Background: an optimization exercise with open tools, aiming at small area, a short achievable clock period and few clock cycles. Do not read the settings as production practice. Where RTL was checked, it was by simulation tests only, not by an equivalence proof against the original. No activity file was given, so power comes from the tool's default toggle rates.

Setup of job 101:
==> flow/design.v (excerpt) <==
module CPU(clk,reset,imem_addr,imem_rdata,dmem_addr,dmem_we,dmem_wdata,dmem_rdata);
	input clk,reset;
	output [31:0] imem_addr;
	input  [31:0] imem_rdata;
	output [31:0] dmem_addr;
	output dmem_we;
	output [31:0] dmem_wdata;
	input  [31:0] dmem_rdata;
	reg [31:2] fpc;         
	reg        f2v;         
	reg [31:0] sk;          
	reg        skv;
	reg [31:0] ir;          
	reg        irv;
	reg [31:2] ipc4;        
	reg        jdone;       
	reg [7:0]  rs_lo, rt_lo;  
	reg [3:0]  rs_hi, rt_hi;  
	reg [31:0] opa, opb;    
	reg [4:0]  e_dst;       
	reg        e_ld, e_mul;
	reg        e_sub;       
	reg [7:0]  e_sel;
	reg        e_left, e_sra;
	reg [31:0] m_res;       
	reg [31:0] m_s, m_c;    
	reg [4:0]  m_dst;
	reg        m_ld, m_mul;
	reg [31:0] daddr, dwdata;
	reg        dwe;
	reg [31:0] rf [1:31];
	reg [31:1] rfv;         
	assign imem_addr  = {fpc, 2'b00};
	assign dmem_addr  = daddr;
	assign dmem_we    = dwe;
	assign dmem_wdata = dwdata;
	wire [5:0] op = ir[31:26];
	wire [4:0] rs = ir[25:21];
	wire [4:0] rt = ir[20:16];
	wire [4:0] rd = ir[15:11];
	wire [5:0] fn = ir[5:0];
	wire [15:0] imm = ir[15:0];
	wire c_mem   = op[5];                                   
	wire c_sw    = op[5] & op[3];
	wire c_lw    = op[5] & ~op[3];
	wire c_mul   = ~op[5] & op[4];                           
	wire c_imm   = ~op[5] & ~op[4] & op[3];                  
	wire c_br    = ~op[5] & ~op[4] & ~op[3] & op[2];         
  ...
Settings: LEC_CHECK=0, CAP_MARGIN=30, CORE_MARGIN=2, CORE_UTILIZATION=55, PLACE_DENSITY=0.7, SETUP_SLACK_MARGIN=0.4, SLEW_MARGIN=30, SYNTH_HIERARCHICAL=1; clock period 20.0 ns.
standard.sh (not shown) runs the stock make flow with config.mk's settings and CLKGATE_MAP_FILE= SYNTH_SCRIPT=/design/flow/synth_recipe.tcl, a recipe that flattens the netlist after the stock synthesis.
==> flow/flow/run.sh <==
#!/bin/bash
# Standard synthesis and layout (the standard.sh), with:
#  - repair_timing aimed at a short clock period: the setup margin asks every path for this
#    much slack at the design's period, so the resizer works on the paths that set the
#    period the layout achieves;
#  - sizing free to change a cell's footprint; port buffers start as buf_4;
#  - clock tree synthesis without dummy loads, with larger sink clusters;
#  - the repair after global routing on pessimistic wire parasitics (flow/grt_rc.tcl).
#  - repair_timing works on the worst 5% of the failing endpoints only (TNS_END_PERCENT),
#    which keeps it from sizing up paths that do not set the period.
# make's full output goes to make_finish.log here; each step's log is under orfs/logs/.
set -euo pipefail
bash standard.sh \
  PRE_GLOBAL_ROUTE_TCL="$PWD/flow/grt_rc.tcl" \
  SETUP_SLACK_MARGIN=14.8 \
  TNS_END_PERCENT=5 \
  MATCH_CELL_FOOTPRINT=0 \
  BUFFER_PORTS_ARGS="-buffer_cell sky130_fd_sc_hd__buf_4" \
  CTS_ARGS="-sink_clustering_enable -repair_clock_nets -dont_use_dummy_load -sink_clustering_size 25 -sink_clustering_max_diameter 70" \
  finish > make_finish.log 2>&1
==> flow/flow/grt_rc.tcl <==
# Sourced before global routing (PRE_GLOBAL_ROUTE_TCL): the repair after global routing sees
# wires 25% more resistive and capacitive than the platform's estimate, since the routed and
# extracted wires come out slower than that estimate.
set s 1.25
foreach {layer c r} {
  li1  1.499e-04   7.176e-02
  met1 1.72375E-04 8.929e-04
  met2 1.36233E-04 8.929e-04
  met3 2.14962E-04 1.567e-04
  met4 1.48128E-04 1.567e-04
  met5 1.54087E-04 1.781e-05
} {
  set_layer_rc -layer $layer -capacitance [expr {$c * $s}] -resistance [expr {$r * $s}]
}
set_wire_rc -signal -layer met1
set_wire_rc -clock -layer met3
Input-level comparison between job 102 and job 101:
diff --git a/flow/flow/run.sh b/flow/flow/run.sh
--- a/flow/flow/run.sh
+++ b/flow/flow/run.sh
@@ -9,2 +8,0 @@
-#  - repair_timing works on the worst 5% of the failing endpoints only (TNS_END_PERCENT),
-#    which keeps it from sizing up paths that do not set the period.
@@ -16 +13,0 @@
-  TNS_END_PERCENT=5 \
==> comparison <==
- Compared with job 101, job 102 shows a higher relative contribution of combinational cells to total power.
- Delta(total design power, job 102 - job 101) > 0
- Per the comparison of job 102 with job 101, total wirelength of the detailed-routed design shows an increase of 3.4%, net switching component of the power now sits higher, minimum setup slack after placement went up 0.22 ns.
- Job 102 ran to completion and came out clean on the timing, DRC and antenna checks.
No run of this note included a check of the RTL's function; only the layout flow was run.

---

Setup of amber:
Another version of the RTL of CPU (not shown whole).
For scale: about 8,000 cells after synthesis, about 1,500 flip-flops, roughly 160 I/O pins.
Design CPU, start of the top module:
module CPU(clk,reset,imem_addr,imem_rdata,dmem_addr,dmem_we,dmem_wdata,dmem_rdata);
Settings: LEC_CHECK=0, CAP_MARGIN=30, CORE_MARGIN=2, CORE_UTILIZATION=55, PLACE_DENSITY=0.7, SETUP_SLACK_MARGIN=0.4, SLEW_MARGIN=30, SYNTH_HIERARCHICAL=1; clock period 20.0 ns.
==> flow/flow/run.sh <==
#!/bin/bash
# Standard synthesis and layout (the standard.sh), with:
#  - repair_timing aimed at a short clock period: the setup margin asks every path for this
#    much slack at the design's period, so the resizer works on the paths that set the
#    period the layout achieves;
#  - sizing free to change a cell's footprint; port buffers start as buf_4;
#  - clock tree synthesis without dummy loads, with larger sink clusters;
#  - the repair after global routing on pessimistic wire parasitics (flow/grt_rc.tcl).
# make's full output goes to make_finish.log here; each step's log is under orfs/logs/.
set -euo pipefail
bash standard.sh \
  PRE_GLOBAL_ROUTE_TCL="$PWD/flow/grt_rc.tcl" \
  SETUP_SLACK_MARGIN=14.72 \
  MATCH_CELL_FOOTPRINT=0 \
  BUFFER_PORTS_ARGS="-buffer_cell sky130_fd_sc_hd__buf_4" \
  CTS_ARGS="-sink_clustering_enable -repair_clock_nets -dont_use_dummy_load -sink_clustering_size 25 -sink_clustering_max_diameter 70" \
  finish > make_finish.log 2>&1
Scripts as last shown in full above: flow/flow/grt_rc.tcl
Changes in lagoon relative to amber:
--- a/flow/flow/run.sh
+++ b/flow/flow/run.sh
@@ -11,5 +11,5 @@
 bash standard.sh \
   PRE_GLOBAL_ROUTE_TCL="$PWD/flow/grt_rc.tcl" \
-  SETUP_SLACK_MARGIN=14.72 \
+  SETUP_SLACK_MARGIN=14.8 \
   MATCH_CELL_FOOTPRINT=0 \
   BUFFER_PORTS_ARGS="-buffer_cell sky130_fd_sc_hd__buf_4" \
## What came out
| wire length of the first global-routing pass | lagoon vs amber | better |
Number of buffers added by the clock tree synthesis step, lagoon and amber: lower on amber
From amber to lagoon the numbers moved as follows: number of filler instances in the final layout flat; power density normalized to cell area -about 0.6%; fraction of the mapped netlist area in compound gates saw little to no change; worst voltage drop across the vdd grid now sits higher.
The core utilization was comparable across lagoon and amber.
Of lagoon and amber, the run reporting the higher fraction of power spent switching nets was amber.
Function was not checked in any run of this note: the RTL went through the layout flow alone.

---

== before ==
Another version of the RTL of CPU (not shown whole).
Size in the first run: ~8,000 cells after synthesis, ~1,400 flip-flops, about 160 I/O pins.
export LEC_CHECK = 0
export CAP_MARGIN = 30
export CORE_MARGIN = 2
export CORE_UTILIZATION = 55
export PLACE_DENSITY = 0.7
export SETUP_SLACK_MARGIN = 0.4
export SLEW_MARGIN = 30
export SYNTH_HIERARCHICAL = 1
create_clock -name core_clock -period 20.0 [get_ports {clk}]
==> flow/flow/run.sh <==
#!/bin/bash
# Standard synthesis and layout (the standard.sh), with:
#  - repair_timing aimed at a short clock period: the setup margin asks every path for this
#    much slack at the design's period, so the resizer works on the paths that set the
#    period the layout achieves;
#  - sizing free to change a cell's footprint; port buffers start as buf_4;
#  - clock tree synthesis without dummy loads, with larger sink clusters;
#  - the repair after global routing on pessimistic wire parasitics (flow/grt_rc.tcl).
# make's full output goes to make_finish.log here; each step's log is under orfs/logs/.
set -euo pipefail
bash standard.sh \
  PRE_GLOBAL_ROUTE_TCL="$PWD/flow/grt_rc.tcl" \
  SETUP_SLACK_MARGIN=14.8 \
  MATCH_CELL_FOOTPRINT=0 \
  BUFFER_PORTS_ARGS="-buffer_cell sky130_fd_sc_hd__buf_4" \
  CTS_ARGS="-sink_clustering_enable -repair_clock_nets -dont_use_dummy_load -sink_clustering_size 25 -sink_clustering_max_diameter 70" \
  finish > make_finish.log 2>&1
Scripts as last shown in full above: flow/flow/grt_rc.tcl
before reached the end of the flow, and the finished layout is clean on the timing, DRC and antenna checks.
Testbench counts of before, summed over its fixed seeds: cycles 109,373.
The inputs of after differ from those of before as listed below.
diff --git a/flow/flow/run.sh b/flow/flow/run.sh
--- a/flow/flow/run.sh
+++ b/flow/flow/run.sh
@@ -6,4 +6,3 @@
 #  - sizing free to change a cell's footprint; port buffers start as buf_4;
-#  - clock tree synthesis without dummy loads, with larger sink clusters;
-#  - the repair after global routing on pessimistic wire parasitics (flow/grt_rc.tcl).
+#  - clock tree synthesis without dummy loads, with larger sink clusters.
 # make's full output goes to make_finish.log here; each step's log is under orfs/logs/.
@@ -11,3 +10,2 @@
 bash standard.sh \
-  PRE_GLOBAL_ROUTE_TCL="$PWD/flow/grt_rc.tcl" \
   SETUP_SLACK_MARGIN=14.8 \
removed: flow/flow/grt_rc.tcl
==> comparison <==
Any difference in relative contribution of the clock network to total power between before and after is small enough to ignore.
after vs before, actual transition at the worst max-transition pin went up by 0.16 ns.
after against before; first-iteration DRC count is down by a few percent.
| data arrival at the endpoint of the critical path | after vs before | 4.81 ns higher |
The non-filler instance count after layout on before is in line with that on after.
Looking at before and after, the via total after detailed routing is a wash.
after vs before, classification of the worst setup path: flop to flop vs flop to primary output
On minimum period implied by the final worst setup slack: after sits above before.
Summary of after over before: number of buffers outside the clock class in the layout went down by 3, biggest cell delay along the critical path went up by 0.58 ns, final routed wirelength across all metal layers was more or less identical.

-- afterwards: timing with drivers on the ports --
The results above use ideal ports. As a check the final layouts listed here were re-extracted and re-timed, cells and wires unchanged.
Step 1 sets driving cells, clkbuf_16 on the clock port and buf_2 on the other inputs (assumed; they add their load-dependent delay and slew).
Step 2, shift: input delay + t, output delay - t, t = (earliest + latest rising clock arrival at the registers) / 2. This alone moves slack from input paths to output paths.
Three values: no drivers, after step 1, after step 2; two values: the first two.
run | t, ns | setup slack, ns | latest minus earliest clock arrival (ns) | worst data-port slew with drivers (ns)
job 101 | 0.835 | 14.668 / 14.613 / 14.161 | 0.156 / 0.156 | 0.12
job 102 | 0.866 | 14.725 / 14.636 / 14.141 | 0.134 / 0.134 | 0.10
amber | 0.841 | 14.731 / 14.644 / 14.364 | 0.142 / 0.142 | 0.22
lagoon | 0.859 | 14.706 / 14.622 / 14.359 | 0.121 / 0.122 | 0.26
before | 0.861 | 14.736 / 14.640 / 14.048 | 0.112 / 0.112 | 0.18
after | 0.864 | 14.551 / 14.551 / 14.049 | 0.106 / 0.107 | 0.16
After both steps setup and hold are still met in every run listed. For before, which loses most, drivers alone change the setup slack by -0.096 ns; drivers and shift together by -0.688 ns.
